This design comes from an exercise in tuning for small area, a short achievable clock period and few clock cycles on the open sky130 flow, not from production work. Power is estimated from default activity; no workload was simulated.

==> flow/design.v <==
`timescale 1ns / 1ps
`default_nettype none
module blur_unit #(
    parameter W = 16,
    parameter FREE = 0
) (
    input wire clk_in,
    input wire rst_in,
    input wire in_v,
    input wire [7:0] in_d,
    input wire [2*$clog2(W)-1:0] in_addr,  
    output logic out_v,
    output logic [7:0] out_d,
    output logic [2*$clog2(W)-1:0] out_addr,
    output logic sub_v  
);
    localparam XW = $clog2(W);
    wire [XW-1:0] ix = in_addr[XW-1:0];
    wire [XW-1:0] iy = in_addr[2*XW-1:XW];
    logic [XW-1:0] fx;
    logic flushing;
    wire tok = in_v | flushing;
    logic [7:0] lb1 [0:W-1];
    logic [7:0] lb2 [0:W-2];
    logic [9:0] p;
    always_ff @(posedge clk_in) begin
        if (FREE || tok) begin
            lb1[0] <= in_d;
            lb2[0] <= (iy == 0) ? in_d : lb1[W-1];
            for (int k = 1; k < W; k++) lb1[k] <= lb1[k-1];
            for (int k = 1; k < W-1; k++) lb2[k] <= lb2[k-1];
            p <= {2'b00, lb2[W-2]} + {1'b0, lb1[W-2], 1'b0};
        end
    end
    wire [7:0] mid = lb1[W-1];
    wire [7:0] bot = flushing ? mid : in_d;
    wire [9:0] v = p + {2'b00, bot};
    wire vtok = (in_v && iy != 0) || flushing;
    wire [XW-1:0] vx = flushing ? fx : ix;
    wire vx0 = vx == 0;
    wire vxl = vx == W-1;
    always_ff @(posedge clk_in) begin
        if (rst_in) begin
            fx <= 0;
            flushing <= 0;
        end else begin
            if (in_v && ix == W-1 && iy == W-1) flushing <= 1;
            if (flushing) begin
                fx <= fx + 1'b1;
                if (fx == W-1) flushing <= 0;
            end
        end
    end
    logic [11:0] q;
    logic [9:0] hb;
    logic pend;
    wire [9:0] tc = pend ? 10'd0 : v;
    wire [11:0] hsum = q + {2'b00, tc};
    wire htok = (vtok && !vx0) || pend;
    wire [2*XW-1:0] next_addr = out_addr + out_v;
    always_ff @(posedge clk_in) begin
        if (FREE || vtok) begin
            q <= (vx0 ? 12'd0 : {2'b00, hb}) + {1'b0, v, 1'b0} + ((vx0 || vxl) ? {2'b00, v} : 12'd0);
            hb <= v;
        end
        out_d <= hsum[11:4];
        if (rst_in) begin
            pend <= 0;
            out_v <= 0;
            sub_v <= 0;
            out_addr <= 0;
        end else begin
            pend <= vtok && vxl;
            out_v <= htok;
            sub_v <= htok && !next_addr[0] && !next_addr[XW];
            out_addr <= next_addr;
        end
    end
endmodule
`default_nettype wire
`timescale 1ns / 1ps
`default_nettype none
module gaussian_pyramid #(
                    parameter BIT_DEPTH = 8,
                    parameter TOP_WIDTH = 16,
                    parameter TOP_HEIGHT = 16
                    ) (
                    input wire clk_in,
                    input wire rst_in,
                    output logic [$clog2(TOP_WIDTH * TOP_HEIGHT)-1:0] ext_read_addr,
                    output logic ext_read_addr_valid,
                    input wire [BIT_DEPTH-1:0] ext_pixel_in,
                    output logic [$clog2(TOP_WIDTH * TOP_HEIGHT)-1:0] O1L1_write_addr,
                    output logic O1L1_write_valid,
                    output logic [BIT_DEPTH-1:0] O1L1_pixel_out,
                    output logic [$clog2(TOP_WIDTH * TOP_HEIGHT)-1:0] O1L2_write_addr,
                    output logic O1L2_write_valid,
                    output logic [BIT_DEPTH-1:0] O1L2_pixel_out,
                    output logic [$clog2(TOP_WIDTH * TOP_HEIGHT)-1:0] O1L3_write_addr,
                    output logic O1L3_write_valid,
                    output logic [BIT_DEPTH-1:0] O1L3_pixel_out,
                    output logic [$clog2(TOP_WIDTH / 2 * TOP_HEIGHT / 2)-1:0] O2L1_write_addr,
                    output logic O2L1_write_valid,
                    output logic [BIT_DEPTH-1:0] O2L1_pixel_out,
                    output logic [$clog2(TOP_WIDTH / 2 * TOP_HEIGHT / 2)-1:0] O2L2_write_addr,
                    output logic O2L2_write_valid,
                    output logic [BIT_DEPTH-1:0] O2L2_pixel_out,
                    output logic [$clog2(TOP_WIDTH / 2 * TOP_HEIGHT / 2)-1:0] O2L3_write_addr,
                    output logic O2L3_write_valid,
                    output logic [BIT_DEPTH-1:0] O2L3_pixel_out,
                    output logic [$clog2(TOP_WIDTH / 4 * TOP_HEIGHT / 4)-1:0] O3L1_write_addr,
                    output logic O3L1_write_valid,
                    output logic [BIT_DEPTH-1:0] O3L1_pixel_out,
                    output logic [$clog2(TOP_WIDTH / 4 * TOP_HEIGHT / 4)-1:0] O3L2_write_addr,
                    output logic O3L2_write_valid,
                    output logic [BIT_DEPTH-1:0] O3L2_pixel_out,
                    output logic [$clog2(TOP_WIDTH / 4 * TOP_HEIGHT / 4)-1:0] O3L3_write_addr,
                    output logic O3L3_write_valid,
                    output logic [BIT_DEPTH-1:0] O3L3_pixel_out,
                    input wire start_in,
                    output logic pyramid_done
                    );
    logic rd_v1, rd_v2;
    always_ff @(posedge clk_in) begin
        if (rst_in) begin
            ext_read_addr_valid <= 0;
            ext_read_addr <= 0;
            rd_v1 <= 0;
            rd_v2 <= 0;
            O1L1_write_valid <= 0;
            O1L1_write_addr <= 0;
        end else begin
            if (start_in) ext_read_addr_valid <= 1;
            else if (ext_read_addr == 8'hff) ext_read_addr_valid <= 0;
            ext_read_addr <= ext_read_addr + ext_read_addr_valid;
            rd_v1 <= ext_read_addr_valid;
            rd_v2 <= rd_v1;
            O1L1_write_valid <= rd_v2;
            O1L1_write_addr <= O1L1_write_addr + O1L1_write_valid;
        end
        O1L1_pixel_out <= ext_pixel_in;
    end
    logic o1_sub, o1l2_sub, o2_sub, o2l2_sub, o3l2_sub, o3l3_sub;
    blur_unit #(.W(16), .FREE(1)) b1 (
        .clk_in(clk_in), .rst_in(rst_in),
        .in_v(O1L1_write_valid), .in_d(O1L1_pixel_out), .in_addr(O1L1_write_addr),
        .out_v(O1L2_write_valid), .out_d(O1L2_pixel_out), .out_addr(O1L2_write_addr),
        .sub_v(o1l2_sub));
    blur_unit #(.W(16), .FREE(1)) b2 (
        .clk_in(clk_in), .rst_in(rst_in),
        .in_v(O1L2_write_valid), .in_d(O1L2_pixel_out), .in_addr(O1L2_write_addr),
        .out_v(O1L3_write_valid), .out_d(O1L3_pixel_out), .out_addr(O1L3_write_addr),
        .sub_v(o1_sub));
    assign O2L1_write_valid = o1_sub;
    assign O2L1_pixel_out = O1L3_pixel_out;
    assign O2L1_write_addr = {O1L3_write_addr[7:5], O1L3_write_addr[3:1]};
    blur_unit #(.W(8), .FREE(0)) b3 (
        .clk_in(clk_in), .rst_in(rst_in),
        .in_v(o1_sub), .in_d(O1L3_pixel_out), .in_addr(O2L1_write_addr),
        .out_v(O2L2_write_valid), .out_d(O2L2_pixel_out), .out_addr(O2L2_write_addr),
        .sub_v(o2l2_sub));
    blur_unit #(.W(8), .FREE(0)) b4 (
        .clk_in(clk_in), .rst_in(rst_in),
        .in_v(O2L2_write_valid), .in_d(O2L2_pixel_out), .in_addr(O2L2_write_addr),
        .out_v(O2L3_write_valid), .out_d(O2L3_pixel_out), .out_addr(O2L3_write_addr),
        .sub_v(o2_sub));
    assign O3L1_write_valid = o2_sub;
    assign O3L1_pixel_out = O2L3_pixel_out;
    assign O3L1_write_addr = {O2L3_write_addr[5:4], O2L3_write_addr[2:1]};
    blur_unit #(.W(4), .FREE(0)) b5 (
        .clk_in(clk_in), .rst_in(rst_in),
        .in_v(o2_sub), .in_d(O2L3_pixel_out), .in_addr(O3L1_write_addr),
        .out_v(O3L2_write_valid), .out_d(O3L2_pixel_out), .out_addr(O3L2_write_addr),
        .sub_v(o3l2_sub));
    blur_unit #(.W(4), .FREE(0)) b6 (
        .clk_in(clk_in), .rst_in(rst_in),
        .in_v(O3L2_write_valid), .in_d(O3L2_pixel_out), .in_addr(O3L2_write_addr),
        .out_v(O3L3_write_valid), .out_d(O3L3_pixel_out), .out_addr(O3L3_write_addr),
        .sub_v(o3l3_sub));
    always_ff @(posedge clk_in) begin
        if (rst_in) pyramid_done <= 0;
        else pyramid_done <= O3L3_write_valid && O3L3_write_addr == 4'hf;
    end
endmodule
`default_nettype wire
==> flow/config.mk <==
export PLATFORM = sky130hd
export DESIGN_NAME = gaussian_pyramid
export DESIGN_NICKNAME = gaussian_pyramid
export VERILOG_FILES = /design/flow/design.v
export SDC_FILE = /design/flow/constraint.sdc
export NUM_CORES = 8
export LEC_CHECK = 0
export CAP_MARGIN = 20
export CORE_MARGIN = 2
export CORE_UTILIZATION = 60
export SLEW_MARGIN = 20
export SYNTH_MEMORY_MAX_BITS = 16384
==> flow/constraint.sdc <==
create_clock -name core_clock -period 10.0 [get_ports {clk_in}]
set_input_delay 2.0000 -clock core_clock [delete_from_list [all_inputs] [get_ports {clk_in}]]
set_output_delay 2.0000 -clock core_clock [all_outputs]
set_load 0.01 [all_outputs]
standard.sh (not shown) runs the stock make flow with config.mk's settings and CLKGATE_MAP_FILE= SYNTH_SCRIPT=/design/flow/synth_recipe.tcl, a recipe that flattens the netlist after the stock synthesis.
==> flow/flow/run.sh <==
#!/bin/bash
set -euo pipefail
bash standard.sh SETUP_SLACK_MARGIN=7 BUFFER_PORTS_ARGS=-buffer_cell\ sky130_fd_sc_hd__buf_2 CTS_ARGS=-sink_clustering_enable\ -repair_clock_nets\ -dont_use_dummy_load\ -sink_clustering_size\ 30\ -sink_clustering_max_diameter\ 60 finish > standard_flow.log 2>&1
Rerun with:
--- a/flow/design.v
+++ b/flow/design.v
@@ -49,20 +49,19 @@
                 fx <= fx + 1'b1;
                 if (fx == W-1) flushing <= 0;
             end
         end
     end
-    logic [11:0] q;
-    logic [9:0] hb;
+    logic [9:0] ha, hb;
     logic pend;
-    wire [9:0] tc = pend ? 10'd0 : v;
-    wire [11:0] hsum = q + {2'b00, tc};
+    wire [9:0] tc = pend ? hb : v;
+    wire [11:0] hsum = {2'b00, ha} + {1'b0, hb, 1'b0} + {2'b00, tc};
     wire htok = (vtok && !vx0) || pend;
     wire [2*XW-1:0] next_addr = out_addr + out_v;
     always_ff @(posedge clk_in) begin
         if (FREE || vtok) begin
-            q <= (vx0 ? 12'd0 : {2'b00, hb}) + {1'b0, v, 1'b0} + ((vx0 || vxl) ? {2'b00, v} : 12'd0);
+            ha <= vx0 ? v : hb;
             hb <= v;
         end
         out_d <= hsum[11:4];
         if (rst_in) begin
             pend <= 0;
Outcome: The changed run completed without violations. Combinational power came out lower by well over a third. Clock power came out lower by a few percent. Final area came out lower by a little under a tenth. Final cell count came out lower by roughly a tenth. First-iteration DRC count came out higher by roughly a tenth. Register-to-register slack gains 0.28 ns. Non-clock buffer count came out lower by 57. Die area came out lower by a few percent. Global-route usage came out lower by 1.0 points.
No functional check of the RTL was part of any run of this note.

[port drivers added, routing unchanged]
The results above use ideal ports. As a check the final layouts listed here were re-extracted and re-timed, cells and wires unchanged. Step 1, drivers: a clkbuf_16 drives clk_in and a buf_2 each remaining input, both assumed. Step 2 moves the port delays by t, midway between the first and last clock arrival at a register: inputs arrive t later, outputs are due t later. That takes back most of the time a late clock gives input paths. Three values: ideal ports, drivers, drivers and shift; two values: the first two.
run | shift t [ns] | setup WS [ns] | hold slack, ns | worst register clock-pin slew, ns
the first run | 0.678 | 5.841 / 5.841 / 5.841 | 0.299 / 0.299 / 0.299 | 0.10 / 0.10
the second run | 0.656 | 6.124 / 6.124 / 6.124 | 0.276 / 0.276 / 0.276 | 0.11 / 0.11
After both steps every run listed still meets setup and hold.
